This is an optimization exercise on Yosys and OpenROAD, whose aim is small area, not a production implementation.
In this exercise RTL edits were held to simulation tests only and were not proved equivalent to the original.
No driver is modelled on the clock port, so clocking that relies on it looks cheaper here than on a real chip.
Power is estimated from default activity; no workload was simulated.

## conv_l1
module conv_l1(
    	input clk,
    	input reset,
    	input [7:0] pxl_in,
		input [7:0] kernel_00, input [7:0] kernel_01, input [7:0] kernel_02,
		input [7:0] kernel_10, input [7:0] kernel_11, input [7:0] kernel_12,
		input [7:0] kernel_20, input [7:0] kernel_21, input [7:0] kernel_22,
    	output [15:0] pxl_out,
		output valid
    );
clock: 12.0 ns
lec_check: 0
cap_margin: 20
core_margin: 2
core_utilization: 60
gpl_timing_driven: 0
place_density: 0.75
setup_slack_margin: 0.1
slew_margin: 20
synth_hierarchical: 1
standard.sh (not shown) runs the stock make flow with config.mk's settings and CLKGATE_MAP_FILE= SYNTH_SCRIPT=/design/flow/synth_recipe.tcl, a recipe that flattens the netlist after the stock synthesis.
==> flow/flow/run.sh <==
#!/bin/bash
# The standard layout (standard.sh), run with these changes:
# - clock tree synthesis builds sink clusters of 33 flip-flops driven by
#   buf_12, with buf_8 above them and no dummy loads; post_cts.tcl then
#   resizes each leaf buffer to the smallest that keeps the flip-flop
#   clock-pin slew under LEAF_SLEW_PS (estimated after placement);
# - io.tcl puts all ports next to each other on the left edge;
# - every port gets a buf_2 as its port buffer (resized later as needed);
# - clock nets may be routed from met2 up.
# ORFS writes each step's full log under orfs/logs; make's own output goes
# to standard.log.
set -euo pipefail
here=$(cd "$(dirname "$0")" && pwd)
export CTS_ARGS="-sink_clustering_enable -repair_clock_nets -dont_use_dummy_load -sink_clustering_size 33 -sink_clustering_max_diameter 80 -buf_list sky130_fd_sc_hd__buf_12 -tree_buf sky130_fd_sc_hd__buf_8"
export POST_CTS_TCL="$here/post_cts.tcl"
export LEAF_SLEW_PS=118
export IO_CONSTRAINTS="$here/io.tcl"
export MIN_CLK_ROUTING_LAYER=met2
export BUFFER_PORTS_ARGS="-buffer_cell sky130_fd_sc_hd__buf_2"
bash standard.sh > standard.log 2>&1
==> flow/flow/post_cts.tcl <==
# Runs at the end of ORFS's CTS step (POST_CTS_TCL): resize the clock-tree
# leaf buffers to the smallest that keeps the flip-flop clock-pin slew low.
source [file join [file dirname [info script]] leafsize.tcl]
set_propagated_clock [all_clocks]
estimate_parasitics -placement
leaf_resize $::env(LEAF_SLEW_PS) {sky130_fd_sc_hd__buf_2 sky130_fd_sc_hd__buf_4 sky130_fd_sc_hd__buf_6 sky130_fd_sc_hd__buf_8 sky130_fd_sc_hd__buf_12 sky130_fd_sc_hd__clkbuf_16 sky130_fd_sc_hd__buf_16}
detailed_placement
check_placement -verbose
Other scripts of this flow, unchanged in this note and not shown: flow/flow/io.tcl, flow/flow/leafsize.tcl
==> next run, changes <==
==> flow/flow/run.sh (replaced) <==
#!/bin/bash
# The standard layout (standard.sh) with a leaner clock tree: clock tree
# synthesis builds sink clusters of buf_12 without dummy loads, then
# post_cts.tcl resizes each leaf buffer to the smallest that keeps the
# flip-flop clock-pin slew under LEAF_SLEW_PS.
set -euo pipefail
here=$(cd "$(dirname "$0")" && pwd)
export CTS_ARGS="-sink_clustering_enable -repair_clock_nets -dont_use_dummy_load -sink_clustering_size 33 -sink_clustering_max_diameter 80 -buf_list sky130_fd_sc_hd__buf_12 -tree_buf sky130_fd_sc_hd__buf_8"
export POST_CTS_TCL="$here/post_cts.tcl"
export LEAF_SLEW_PS=118
export IO_CONSTRAINTS="$here/io.tcl"
export MIN_CLK_ROUTING_LAYER=met2
export BUFFER_PORTS_ARGS="-buffer_cell sky130_fd_sc_hd__buf_2"
bash standard.sh > standard.log 2>&1
--- a/flow/flow/post_cts.tcl
+++ b/flow/flow/post_cts.tcl
@@ -8,0 +9,2 @@
+source [file join [file dirname [info script]] report_leaf.tcl]
+report_leaf_slews [file join $::env(LOG_DIR) leaf_cts.txt]
==> flow/flow/report_leaf.tcl (new file) <==
# Report, per clock-tree leaf net, the worst flip-flop clock-pin slew (ps)
# with the parasitics estimated at this point of the flow.
proc report_leaf_slews {file} {
  set f [open $file w]
  foreach inst [[ord::get_db_block] getInsts] {
    if {![string match "clkbuf_*" [$inst getName]]} continue
    set out ""
    foreach it [$inst getITerms] { if {[$it isOutputSignal]} { set out [$it getNet] } }
    if {$out eq "" || $out eq "NULL"} continue
    set sinks [get_pins -of_objects [get_nets [$out getName]] -filter "direction==input"]
    set w 0
    foreach pin $sinks {
      foreach q {slew_max_rise slew_max_fall} { set s [get_property $pin $q]; if {$s > $w} { set w $s } }
    }
    puts $f "[$out getName] [[$inst getMaster] getName] [llength $sinks] [format %.2f [expr {$w*1000}]]"
  }
  close $f
}
What happened: Synthesized area does not change. Global-route usage is unchanged. Critical path depth stays the same. Hold slack is unchanged. Fmax does not change. Combinational power barely changes. Wire length does not change.
==> next run, changes <==
--- a/flow/flow/post_cts.tcl
+++ b/flow/flow/post_cts.tcl
@@ -9,2 +8,0 @@
-source [file join [file dirname [info script]] report_leaf.tcl]
-report_leaf_slews [file join $::env(LOG_DIR) leaf_cts.txt]
removed: flow/flow/report_leaf.tcl
Via count does not change.
Utilization stays the same.
Sequential share of layout area is unchanged.
Global-route usage does not change.
Total power stays the same.
Cell area does not change.
==> next run, changes <==
--- a/flow/flow/run.sh
+++ b/flow/flow/run.sh
@@ -2,4 +2,10 @@
-# The standard layout (standard.sh) with a leaner clock tree: clock tree
-# synthesis builds sink clusters of buf_12 without dummy loads, then
-# post_cts.tcl resizes each leaf buffer to the smallest that keeps the
-# flip-flop clock-pin slew under LEAF_SLEW_PS.
+# The standard layout (standard.sh), run with these changes:
+# - clock tree synthesis builds sink clusters of 33 flip-flops driven by
+#   buf_12, with buf_8 above them and no dummy loads; post_cts.tcl then
+#   resizes each leaf buffer to the smallest that keeps the flip-flop
+#   clock-pin slew under LEAF_SLEW_PS (estimated after placement);
+# - io.tcl puts all ports next to each other on the left edge;
+# - every port gets a buf_2 as its port buffer (resized later as needed);
+# - clock nets may be routed from met2 up.
+# ORFS writes each step's full log under orfs/logs; make's own output goes
+# to standard.log.
Settings changed: CORE_UTILIZATION 60 to 64, PLACE_DENSITY 0.75 to 0.8.
Outcome: The new run finished clean; sequential share of layout area hardly moves; final cell count went down by 2.0%; routed wire length went up by about 12%; clock power went up by about 2%; worst setup slack is about the same; final area barely changes.
==> next run, changes <==
==> flow/flow/run.sh (replaced) <==
#!/bin/bash
# The standard layout (standard.sh) with a leaner clock tree: clock tree
# synthesis builds sink clusters of buf_12 without dummy loads, then
# post_cts.tcl resizes each leaf buffer to the smallest that keeps the
# flip-flop clock-pin slew under LEAF_SLEW_PS.
set -euo pipefail
here=$(cd "$(dirname "$0")" && pwd)
export CTS_ARGS="-sink_clustering_enable -repair_clock_nets -dont_use_dummy_load -sink_clustering_size 33 -sink_clustering_max_diameter 80 -buf_list sky130_fd_sc_hd__buf_12 -tree_buf sky130_fd_sc_hd__buf_8"
export POST_CTS_TCL="$here/post_cts.tcl"
export LEAF_SLEW_PS=119
export IO_CONSTRAINTS="$here/io.tcl"
export BUFFER_PORTS_ARGS="-buffer_cell sky130_fd_sc_hd__buf_2"
bash standard.sh > standard.log 2>&1
Settings changed: CORE_UTILIZATION 64 to 60, PLACE_DENSITY 0.8 to 0.75.
Outcome: Via count shrinks by 0.48%. Total power shrinks by 0.38%. Final cell count grows by 2.1%.
==> next run, changes <==
--- a/flow/flow/run.sh
+++ b/flow/flow/run.sh
@@ -2,4 +2,10 @@
-# The standard layout (standard.sh) with a leaner clock tree: clock tree
-# synthesis builds sink clusters of buf_12 without dummy loads, then
-# post_cts.tcl resizes each leaf buffer to the smallest that keeps the
-# flip-flop clock-pin slew under LEAF_SLEW_PS.
+# The standard layout (standard.sh), run with these changes:
+# - clock tree synthesis builds sink clusters of 33 flip-flops driven by
+#   buf_12, with buf_8 above them and no dummy loads; post_cts.tcl then
+#   resizes each leaf buffer to the smallest that keeps the flip-flop
+#   clock-pin slew under LEAF_SLEW_PS (estimated after placement);
+# - io.tcl puts all ports next to each other on the left edge;
+# - every port gets a buf_2 as its port buffer (resized later as needed);
+# - clock nets may be routed from met2 up.
+# ORFS writes each step's full log under orfs/logs; make's own output goes
+# to standard.log.
@@ -10 +16 @@
-export LEAF_SLEW_PS=119
+export LEAF_SLEW_PS=118
@@ -11,0 +18 @@
+export MIN_CLK_ROUTING_LAYER=met2
Settings changed: CORE_UTILIZATION 60 to 55, PLACE_DENSITY 0.75 to 0.7.
Result: Total power came out higher by about 1.8%. Sequential share of layout area shrinks by 0.20 points. Synthesized cell count does not change.

## re-timing with driven ports
How much do the figures lean on ideal ports? The routed layouts below were timed once more, with nothing changed but the port constraints.
Step 1 sets driving cells, clkbuf_16 on the clock port and buf_2 on the other inputs (assumed; they add their load-dependent delay and slew).
Step 2 times the ports against the registers' clock, not the clock port: input delays grow and output delays shrink by t, the midpoint of the rising clock arrivals with the driver on.
a / b / c = no drivers / after step 1 / after step 2; a / b = the first two.
| run | t (ns) | setup slack, ns | clock arrival spread, ns | worst data-port slew with drivers (ns) |
|---|---|---|---|---|
| the first run | 1.161 | 0.098 / 0.037 / 0.037 | 0.246 / 0.246 | 0.18 |
| the second run | 1.161 | 0.098 / 0.037 / 0.037 | 0.246 / 0.246 | 0.18 |
| the third run | 1.161 | 0.098 / 0.037 / 0.037 | 0.246 / 0.246 | 0.18 |
| the fourth run | 1.166 | 0.098 / 0.043 / 0.043 | 0.254 / 0.254 | 0.17 |
| the fifth run | 1.174 | 0.140 / 0.028 / 0.028 | 0.220 / 0.220 | 0.21 |
| the sixth run | 1.169 | 0.131 / 0.037 / 0.037 | 0.245 / 0.244 | 0.19 |
After both steps every run listed still meets setup and hold. The setup slack of the fifth run, which loses most, moves by -0.112 ns with the drivers and by -0.112 ns with both steps.
